This design comes from an exercise in tuning for small area, a short achievable clock period and few clock cycles on the open sky130 flow, not from production work.
Where RTL was checked, it was by simulation tests only, not by an equivalence proof against the original.
Power figures rest on the tool's default switching activity, not on a simulated workload.

==> inputs of job 7961 <==
==> flow/design.v <==
`timescale 1ns / 1ps
module EditDistance(
output wire [31:0] addr_rom_0,
input  wire [1:0]  data_o_0,
output wire [31:0] addr_rom_1,
input  wire [1:0]  data_o_1,
input  wire clk,
input  wire rst,
output reg         result_en,
output wire [31:0] result_addr,
output wire [31:0] result
);
localparam P    = 16;         
localparam N    = 1640;       
localparam W    = N - P + 1;  
localparam NB   = 2;          
localparam CW   = P / NB;     
reg        ph;
reg [10:0] cnt;
reg        done;
reg [10:0] raddr;
localparam [10:0] FIRST = 11'd19 + NB;
localparam [10:0] LAST  = W - 1;
always @(posedge clk) begin
    if (rst) begin
        ph    <= 1'b0;
        cnt   <= 11'd0;
        done  <= 1'b0;
        result_en <= 1'b0;
        raddr <= 11'd0;
    end else begin
        if (!ph && cnt[3:0] == 4'd15) begin
            ph  <= 1'b1;
            cnt <= 11'd0;
        end else begin
            cnt <= cnt + 11'd1;
        end
        if (ph && (cnt & FIRST) == FIRST && !done)
            result_en <= 1'b1;
        if (result_en) begin
            raddr <= raddr + 11'd1;
            if ((raddr & LAST) == LAST) begin
                result_en <= 1'b0;
                done <= 1'b1;
            end
        end
    end
end
wire ld = !ph || cnt[10:1] == 10'd0;
assign addr_rom_0  = {21'd0, cnt};
assign addr_rom_1  = {28'd0, cnt[3:0]};
assign result_addr = {21'd0, raddr};
reg [1:0] pat [0:P-1];
always @(posedge clk) begin : pat_shift
    integer j;
    if (ld) begin
        pat[P-1] <= data_o_1;
        for (j = 0; j < P-1; j = j + 1) pat[j] <= pat[j+1];
    end
end
wire [1:0] tsel [0:NB-1];
assign tsel[0] = data_o_0;
genvar g;
for (g = 1; g < NB; g = g + 1) begin : tdel
    reg [1:0] q;
    if (g == 1) begin : d1
        always @(posedge clk) q <= data_o_0;
    end else begin : dn
        always @(posedge clk) q <= tdel[g-1].q;
    end
    assign tsel[g] = q;
end
reg [P-1:0] m;
wire [P-1:0] mn = ~m;
always @(posedge clk) begin : match
    integer j;
    for (j = 0; j < P; j = j + 1) m[j] <= (tsel[j / CW] == pat[j]);
end
wire [P-1:0] vr [0:P];
genvar r, k, c;
for (k = 0; k < P; k = k + 1) begin : top
    assign vr[0][k] = (k % 2 == 1);           
end
for (r = 1; r <= P; r = r + 1) begin : row
    reg [P-1:0] vq;
    wire [NB:0] aout;              
    reg  [NB:0] aq;
    always @(posedge clk) aq <= aout;
    assign aout[0] = 1'b0;
    for (k = 0; k < NB; k = k + 1) begin : blk
        wire [CW:0] a;                 
        assign a[0] = (k == 0) ? ((r % 2) == 1) : aq[k];
        for (c = 0; c < CW; c = c + 1) begin : cl
            localparam J = k*CW + c;
            wire mm = m[J];
            wire v  = vr[r-1][J];
            if (r == 1 || J == 0) begin : edge_cell
                if ((r + J) % 2 == 0) begin : ev
                    assign a[c+1] = ~((mm | a[c]) & v);
                    always @(posedge clk) vq[J] <= ~((~mm & v) | a[c]);
                end else begin : od
                    assign a[c+1] = ~((a[c] & ~mm) | v);
                    always @(posedge clk) vq[J] <= ~((mm | v) & a[c]);
                end
            end else begin : inner
                wire vo;
                if ((r + J) % 2 == 0) begin : ev
                    EdCellE u (.a(a[c]), .v(v), .m(mm), .mn(mn[J]), .ao(a[c+1]), .vo(vo));
                end else begin : od
                    EdCellO u (.a(a[c]), .v(v), .m(mm), .mn(mn[J]), .ao(a[c+1]), .vo(vo));
                end
                always @(posedge clk) vq[J] <= vo;
            end
        end
        assign aout[k+1] = a[CW];
    end
    assign vr[r] = vq;
end
wire [P-1:0] nbr16;
for (k = 0; k < P; k = k + 1) begin : fix
    assign nbr16[k] = (k % 2 == 0) ? ~vr[P][k] : vr[P][k];
end
localparam HALF = 8;
localparam G    = P / HALF;
function [3:0] popg;
input [7:0] v;
reg [7:0] s;
reg x;
begin
    s = v;
    x = s[0] & s[1]; s[1] = s[0] | s[1]; s[0] = x;
    x = s[2] & s[3]; s[3] = s[2] | s[3]; s[2] = x;
    x = s[0] & s[2]; s[2] = s[0] | s[2]; s[0] = x;
    x = s[1] & s[3]; s[3] = s[1] | s[3]; s[1] = x;
    x = s[1] & s[2]; s[2] = s[1] | s[2]; s[1] = x;
    x = s[4] & s[5]; s[5] = s[4] | s[5]; s[4] = x;
    x = s[6] & s[7]; s[7] = s[6] | s[7]; s[6] = x;
    x = s[4] & s[6]; s[6] = s[4] | s[6]; s[4] = x;
    x = s[5] & s[7]; s[7] = s[5] | s[7]; s[5] = x;
    x = s[5] & s[6]; s[6] = s[5] | s[6]; s[5] = x;
    x = s[0] & s[4]; s[4] = s[0] | s[4]; s[0] = x;
    x = s[2] & s[6]; s[6] = s[2] | s[6]; s[2] = x;
    x = s[2] & s[4]; s[4] = s[2] | s[4]; s[2] = x;
    x = s[1] & s[5]; s[5] = s[1] | s[5]; s[1] = x;
    x = s[3] & s[7]; s[7] = s[3] | s[7]; s[3] = x;
    x = s[3] & s[5]; s[5] = s[3] | s[5]; s[3] = x;
    x = s[1] & s[2]; s[2] = s[1] | s[2]; s[1] = x;
    x = s[3] & s[4]; s[4] = s[3] | s[4]; s[3] = x;
    x = s[5] & s[6]; s[6] = s[5] | s[6]; s[5] = x;
    popg[0] = (s[7] & ~s[6]) | (s[5] & ~s[4]) | (s[3] & ~s[2]) | (s[1] & ~s[0]);
    popg[1] = (s[6] & ~s[5]) | (s[5] & ~s[4]) | (s[2] & ~s[1]) | (s[1] & ~s[0]);
    popg[2] = (s[4] & ~s[3]) | (s[3] & ~s[2]) | (s[2] & ~s[1]) | (s[1] & ~s[0]);
    popg[3] = (s[0]);
end
endfunction
wire [4-1:0] pal [0:G-1];
for (k = 0; k < G; k = k + 1) begin : grp
    localparam DL = NB - 1 - (k * HALF) / CW;    
    reg [4-1:0] pc [0:DL];
    always @(posedge clk) pc[0] <= popg(nbr16[k*HALF +: HALF]);
    for (c = 1; c <= DL; c = c + 1) begin : dly
        always @(posedge clk) pc[c] <= pc[c-1];
    end
    assign pal[k] = pc[DL];
end
reg [4:0] zeros;
always @(posedge clk) begin : tot
    integer j;
    reg [4:0] z;
    z = 5'd0;
    for (j = 0; j < G; j = j + 1) z = z + pal[j];
    zeros <= z;
end
assign result = {26'd0, zeros, 1'b0};
endmodule
module EdCellE(input wire a, input wire v, input wire m, input wire mn,
               output wire ao, output wire vo);
    assign ao = ~((m | a) & v);
    assign vo = ~((mn & v) | a);
endmodule
module EdCellO(input wire a, input wire v, input wire m, input wire mn,
               output wire ao, output wire vo);
    assign ao = ~((mn & a) | v);
    assign vo = ~((m | v) & a);
endmodule
==> flow/flow/run.sh <==
#!/bin/bash
set -euo pipefail
bash standard.sh \
  "CTS_ARGS=-sink_clustering_enable -repair_clock_nets -sink_clustering_size 30 -sink_clustering_max_diameter 100 -buf_list sky130_fd_sc_hd__clkbuf_16 -dont_use_dummy_load" \
  SKIP_REPAIR_TIE_FANOUT=1 \
  finish > flow.log 2>&1
==> flow/standard.sh <==
#!/bin/bash
# synth_recipe.tcl (not shown) runs the flow's synth.tcl, then flattens the netlist and writes it again
# the make line also repeats each setting of config.mk as NAME=value (left out here)
make -C /OpenROAD-flow-scripts/flow DESIGN_CONFIG=/design/flow/config.mk WORK_HOME=/design/flow/orfs CLKGATE_MAP_FILE= SYNTH_SCRIPT=/design/flow/synth_recipe.tcl "${@:-finish}"
==> flow/config.mk <==
export PLATFORM = sky130hd
export DESIGN_NAME = EditDistance
export DESIGN_NICKNAME = EditDistance
export VERILOG_FILES = /design/flow/design.v
export SDC_FILE = /design/flow/constraint.sdc
export NUM_CORES = 4
export LEC_CHECK = 0
export ABC_AREA = 1
export CAP_MARGIN = 20
export CORE_MARGIN = 2
export CORE_UTILIZATION = 70
export PLACE_DENSITY = 0.8
export SETUP_SLACK_MARGIN = 2.85
export SLEW_MARGIN = 20
export SYNTH_HIERARCHICAL = 1
==> flow/constraint.sdc <==
create_clock -name core_clock -period 5.0 [get_ports {clk}]
set_input_delay 1.0000 -clock core_clock [delete_from_list [all_inputs] [get_ports {clk}]]
set_output_delay 1.0000 -clock core_clock [all_outputs]
set_load 0.01 [all_outputs]
==> inputs of job 2051, as changes to job 7961 <==
==> flow/design.v, changed modules only <==
module EditDistance(
output wire [31:0] addr_rom_0,
input  wire [1:0]  data_o_0,
output wire [31:0] addr_rom_1,
input  wire [1:0]  data_o_1,
input  wire clk,
input  wire rst,
output reg         result_en,
output wire [31:0] result_addr,
output wire [31:0] result
);
localparam P    = 16;         
localparam N    = 1640;       
localparam W    = N - P + 1;  
localparam NB   = 2;          
localparam CW   = P / NB;     
reg        ph;
reg [10:0] cnt;
reg        done;
reg [10:0] raddr;
reg        ld1, ld2;          
always @(posedge clk) begin
    if (rst) begin
        ph    <= 1'b0;
        cnt   <= 11'd0;
        done  <= 1'b0;
        result_en <= 1'b0;
        raddr <= 11'd0;
    end else begin
        if (!ph && cnt[3:0] == 4'd15) begin
            ph  <= 1'b1;
            cnt <= 11'd0;
        end else begin
            cnt <= cnt + 11'd1;
        end
        if (ph && cnt == (11'd19 + NB) && !done)
            result_en <= 1'b1;
        if (result_en) begin
            raddr <= raddr + 11'd1;
            if (raddr == W - 1) begin
                result_en <= 1'b0;
                done <= 1'b1;
            end
        end
    end
end
always @(posedge clk) begin
    ld1 <= !ph;
    ld2 <= ld1;
end
assign addr_rom_0  = {21'd0, cnt};
assign addr_rom_1  = {28'd0, cnt[3:0]};
assign result_addr = {21'd0, raddr};
reg [1:0] pat [0:P-1];
always @(posedge clk) begin : pat_shift
    integer j;
    if (ld2) begin
        pat[P-1] <= data_o_1;
        for (j = 0; j < P-1; j = j + 1) pat[j] <= pat[j+1];
    end
end
wire [1:0] tsel [0:NB-1];
assign tsel[0] = data_o_0;
genvar g;
for (g = 1; g < NB; g = g + 1) begin : tdel
    reg [1:0] q;
    if (g == 1) begin : d1
        always @(posedge clk) q <= data_o_0;
    end else begin : dn
        always @(posedge clk) q <= tdel[g-1].q;
    end
    assign tsel[g] = q;
end
reg [P-1:0] m;
always @(posedge clk) begin : match
    integer j;
    for (j = 0; j < P; j = j + 1) m[j] <= (tsel[j / CW] == pat[j]);
end
wire [P-1:0] vr [0:P];
genvar r, k, c;
for (k = 0; k < P; k = k + 1) begin : top
    assign vr[0][k] = (k % 2 == 1);           
end
for (r = 1; r <= P; r = r + 1) begin : row
    reg [P-1:0] vq;
    wire [NB:0] aout;              
    reg  [NB:0] aq;
    always @(posedge clk) aq <= aout;
    assign aout[0] = 1'b0;
    for (k = 0; k < NB; k = k + 1) begin : blk
        wire [CW:0] a;                 
        assign a[0] = (k == 0) ? ((r % 2) == 1) : aq[k];
        for (c = 0; c < CW; c = c + 1) begin : cl
            localparam J = k*CW + c;
            wire mm = m[J];
            wire v  = vr[r-1][J];
            if ((r + J) % 2 == 0) begin : ev
                assign a[c+1] = ~((mm | a[c]) & v);
                always @(posedge clk) vq[J] <= ~((~mm & v) | a[c]);
            end else begin : od
                assign a[c+1] = ~((a[c] & ~mm) | v);
                always @(posedge clk) vq[J] <= ~((mm | v) & a[c]);
            end
        end
        assign aout[k+1] = a[CW];
    end
    assign vr[r] = vq;
end
wire [P-1:0] nbr16;
for (k = 0; k < P; k = k + 1) begin : fix
    assign nbr16[k] = (k % 2 == 0) ? ~vr[P][k] : vr[P][k];
end
function [3:0] pop8;
input [7:0] v;
integer j;
begin
    pop8 = 4'd0;
    for (j = 0; j < 8; j = j + 1) pop8 = pop8 + v[j];
end
endfunction
wire [3:0] pal [0:1];
for (k = 0; k < 2; k = k + 1) begin : half
    localparam DL = NB - 1 - (k * 8) / CW;    
    reg [3:0] pc [0:DL];
    always @(posedge clk) pc[0] <= pop8(nbr16[k*8 +: 8]);
    for (c = 1; c <= DL; c = c + 1) begin : dly
        always @(posedge clk) pc[c] <= pc[c-1];
    end
    assign pal[k] = pc[DL];
end
reg [4:0] zeros;
always @(posedge clk) zeros <= pal[0] + pal[1];
assign result = {26'd0, zeros, 1'b0};
endmodule
// module EdCellE removed
// module EdCellO removed
==> flow/run.sh (new file) <==
#!/bin/bash
# synth_recipe.tcl (not shown) runs the flow's synth.tcl, then flattens the netlist and writes it again
# the make line also repeats each setting of config.mk as NAME=value (left out here)
make -C /OpenROAD-flow-scripts/flow DESIGN_CONFIG=/design/flow/config.mk WORK_HOME=/design/flow/orfs CLKGATE_MAP_FILE= SYNTH_SCRIPT=/design/flow/synth_recipe.tcl finish
ABC_AREA = not set   (was 1)
CORE_UTILIZATION = 40   (was 70)
PLACE_DENSITY = not set   (was 0.8)
SETUP_SLACK_MARGIN = 2.8   (was 2.85)
SYNTH_HIERARCHICAL = not set   (was 1)
removed: flow/flow/run.sh
removed: flow/standard.sh
==> inputs of job 6947, as changes to job 7961 <==
==> flow/design.v, changed modules only <==
module EditDistance(
output wire [31:0] addr_rom_0,
input  wire [1:0]  data_o_0,
output wire [31:0] addr_rom_1,
input  wire [1:0]  data_o_1,
input  wire clk,
input  wire rst,
output reg         result_en,
output wire [31:0] result_addr,
output wire [31:0] result
);
localparam P    = 16;         
localparam N    = 1640;       
localparam W    = N - P + 1;  
localparam NB   = 2;          
localparam CW   = P / NB;     
reg        ph;
reg [10:0] cnt;
reg        done;
reg [10:0] raddr;
reg        ld1, ld2;          
always @(posedge clk) begin
    if (rst) begin
        ph    <= 1'b0;
        cnt   <= 11'd0;
        done  <= 1'b0;
        result_en <= 1'b0;
        raddr <= 11'd0;
    end else begin
        if (!ph && cnt[3:0] == 4'd15) begin
            ph  <= 1'b1;
            cnt <= 11'd0;
        end else begin
            cnt <= cnt + 11'd1;
        end
        if (ph && cnt == (11'd19 + NB) && !done)
            result_en <= 1'b1;
        if (result_en) begin
            raddr <= raddr + 11'd1;
            if (raddr == W - 1) begin
                result_en <= 1'b0;
                done <= 1'b1;
            end
        end
    end
end
always @(posedge clk) begin
    ld1 <= !ph;
    ld2 <= ld1;
end
assign addr_rom_0  = {21'd0, cnt};
assign addr_rom_1  = {28'd0, cnt[3:0]};
assign result_addr = {21'd0, raddr};
reg [1:0] pat [0:P-1];
always @(posedge clk) begin : pat_shift
    integer j;
    if (ld2) begin
        pat[P-1] <= data_o_1;
        for (j = 0; j < P-1; j = j + 1) pat[j] <= pat[j+1];
    end
end
wire [1:0] tsel [0:NB-1];
assign tsel[0] = data_o_0;
genvar g;
for (g = 1; g < NB; g = g + 1) begin : tdel
    reg [1:0] q;
    if (g == 1) begin : d1
        always @(posedge clk) q <= data_o_0;
    end else begin : dn
        always @(posedge clk) q <= tdel[g-1].q;
    end
    assign tsel[g] = q;
end
reg [P-1:0] m;
always @(posedge clk) begin : match
    integer j;
    for (j = 0; j < P; j = j + 1) m[j] <= (tsel[j / CW] == pat[j]);
end
wire [P-1:0] vr [0:P];
genvar r, k, c;
for (k = 0; k < P; k = k + 1) begin : top
    assign vr[0][k] = (k % 2 == 1);           
end
for (r = 1; r <= P; r = r + 1) begin : row
    reg [P-1:0] vq;
    wire [NB:0] aout;              
    reg  [NB:0] aq;
    always @(posedge clk) aq <= aout;
    assign aout[0] = 1'b0;
    for (k = 0; k < NB; k = k + 1) begin : blk
        wire [CW:0] a;                 
        assign a[0] = (k == 0) ? ((r % 2) == 1) : aq[k];
        for (c = 0; c < CW; c = c + 1) begin : cl
            localparam J = k*CW + c;
            wire mm = m[J];
            wire v  = vr[r-1][J];
            if ((r + J) % 2 == 0) begin : ev
                assign a[c+1] = ~((mm | a[c]) & v);
                always @(posedge clk) vq[J] <= ~((~mm & v) | a[c]);
            end else begin : od
                assign a[c+1] = ~((a[c] & ~mm) | v);
                always @(posedge clk) vq[J] <= ~((mm | v) & a[c]);
            end
        end
        assign aout[k+1] = a[CW];
    end
    assign vr[r] = vq;
end
wire [P-1:0] nbr16;
for (k = 0; k < P; k = k + 1) begin : fix
    assign nbr16[k] = (k % 2 == 0) ? ~vr[P][k] : vr[P][k];
end
localparam HALF = 8;
localparam G    = P / HALF;
function [3:0] popg;
input [7:0] v;
reg [7:0] s;
reg x;
begin
    s = v;
    x = s[0] & s[1]; s[1] = s[0] | s[1]; s[0] = x;
    x = s[2] & s[3]; s[3] = s[2] | s[3]; s[2] = x;
    x = s[0] & s[2]; s[2] = s[0] | s[2]; s[0] = x;
    x = s[1] & s[3]; s[3] = s[1] | s[3]; s[1] = x;
    x = s[1] & s[2]; s[2] = s[1] | s[2]; s[1] = x;
    x = s[4] & s[5]; s[5] = s[4] | s[5]; s[4] = x;
    x = s[6] & s[7]; s[7] = s[6] | s[7]; s[6] = x;
    x = s[4] & s[6]; s[6] = s[4] | s[6]; s[4] = x;
    x = s[5] & s[7]; s[7] = s[5] | s[7]; s[5] = x;
    x = s[5] & s[6]; s[6] = s[5] | s[6]; s[5] = x;
    x = s[0] & s[4]; s[4] = s[0] | s[4]; s[0] = x;
    x = s[2] & s[6]; s[6] = s[2] | s[6]; s[2] = x;
    x = s[2] & s[4]; s[4] = s[2] | s[4]; s[2] = x;
    x = s[1] & s[5]; s[5] = s[1] | s[5]; s[1] = x;
    x = s[3] & s[7]; s[7] = s[3] | s[7]; s[3] = x;
    x = s[3] & s[5]; s[5] = s[3] | s[5]; s[3] = x;
    x = s[1] & s[2]; s[2] = s[1] | s[2]; s[1] = x;
    x = s[3] & s[4]; s[4] = s[3] | s[4]; s[3] = x;
    x = s[5] & s[6]; s[6] = s[5] | s[6]; s[5] = x;
    popg[0] = (s[7] & ~s[6]) | (s[5] & ~s[4]) | (s[3] & ~s[2]) | (s[1] & ~s[0]);
    popg[1] = (s[6] & ~s[5]) | (s[5] & ~s[4]) | (s[2] & ~s[1]) | (s[1] & ~s[0]);
    popg[2] = (s[4] & ~s[3]) | (s[3] & ~s[2]) | (s[2] & ~s[1]) | (s[1] & ~s[0]);
    popg[3] = (s[0]);
end
endfunction
wire [4-1:0] pal [0:G-1];
for (k = 0; k < G; k = k + 1) begin : grp
    localparam DL = NB - 1 - (k * HALF) / CW;    
    reg [4-1:0] pc [0:DL];
    always @(posedge clk) pc[0] <= popg(nbr16[k*HALF +: HALF]);
    for (c = 1; c <= DL; c = c + 1) begin : dly
        always @(posedge clk) pc[c] <= pc[c-1];
    end
    assign pal[k] = pc[DL];
end
reg [4:0] zeros;
always @(posedge clk) begin : tot
    integer j;
    reg [4:0] z;
    z = 5'd0;
    for (j = 0; j < G; j = j + 1) z = z + pal[j];
    zeros <= z;
end
assign result = {26'd0, zeros, 1'b0};
endmodule
// module EdCellE removed
// module EdCellO removed
==> flow/run.sh (new file) <==
#!/bin/bash
# synth_recipe.tcl (not shown) runs the flow's synth.tcl, then flattens the netlist and writes it again
# the make line also repeats each setting of config.mk as NAME=value (left out here)
make -C /OpenROAD-flow-scripts/flow DESIGN_CONFIG=/design/flow/config.mk WORK_HOME=/design/flow/orfs CLKGATE_MAP_FILE= SYNTH_SCRIPT=/design/flow/synth_recipe.tcl finish
ABC_AREA = not set   (was 1)
CTS_BUF_LIST = sky130_fd_sc_hd__clkbuf_16   (was not set)
CTS_CLUSTER_DIAMETER = 100   (was not set)
CTS_CLUSTER_SIZE = 30   (was not set)
SETUP_SLACK_MARGIN = 2.9   (was 2.85)
SYNTH_HIERARCHICAL = not set   (was 1)
removed: flow/flow/run.sh
removed: flow/standard.sh
==> summary of the runs <==
Worst hold slack, lowest first: job 2051, job 6947, job 7961.
The highest clock power belongs to job 2051, the lowest to job 7961.
The highest register-to-register slack belongs to job 7961, the lowest to job 2051.
Between job 2051 and job 6947, the lower area after synthesis is in job 6947 (gap 3.2%, measured against job 6947).
The highest setup slack belongs to job 6947, the lowest to job 2051.
The lowest die area belongs to job 7961, the highest to job 2051.
Testbench counts of job 7961, summed over its fixed seeds: cycles 53,248.
Testbench counts of job 6947, summed over its fixed seeds: cycles 53,248.
The RTL of job 2051 was laid out without a check of its function.

re-timing with driven ports:
The flow's constraints put no driver on any port. The routed layouts listed below were extracted and timed again, unchanged, in two steps.
Step 1 sets driving cells, clkbuf_16 on the clock port and buf_2 on the other inputs (assumed; they add their load-dependent delay and slew).
Step 2, shift: input delay + t, output delay - t, t = (earliest + latest rising clock arrival at the registers) / 2. This alone moves slack from input paths to output paths.
Three values: ideal ports, drivers, drivers and shift; two values: the first two.
| run | shift t [ns] | setup WS [ns] | worst setup path at the end | latest minus earliest clock arrival (ns) |
|---|---|---|---|---|
| job 7961 | 0.509 | 2.889 / 2.845 / 2.499 | input to register | 0.063 / 0.062 |
| job 2051 | 0.558 | 2.263 / 2.263 / 2.263 | register to register | 0.009 / 0.009 |
| job 6947 | 0.552 | 2.963 / 2.946 / 2.707 | input to register | 0.030 / 0.030 |
After both steps setup and hold are still met in every run listed. For job 7961, which loses most, drivers alone change the setup slack by -0.044 ns; drivers and shift together by -0.390 ns.
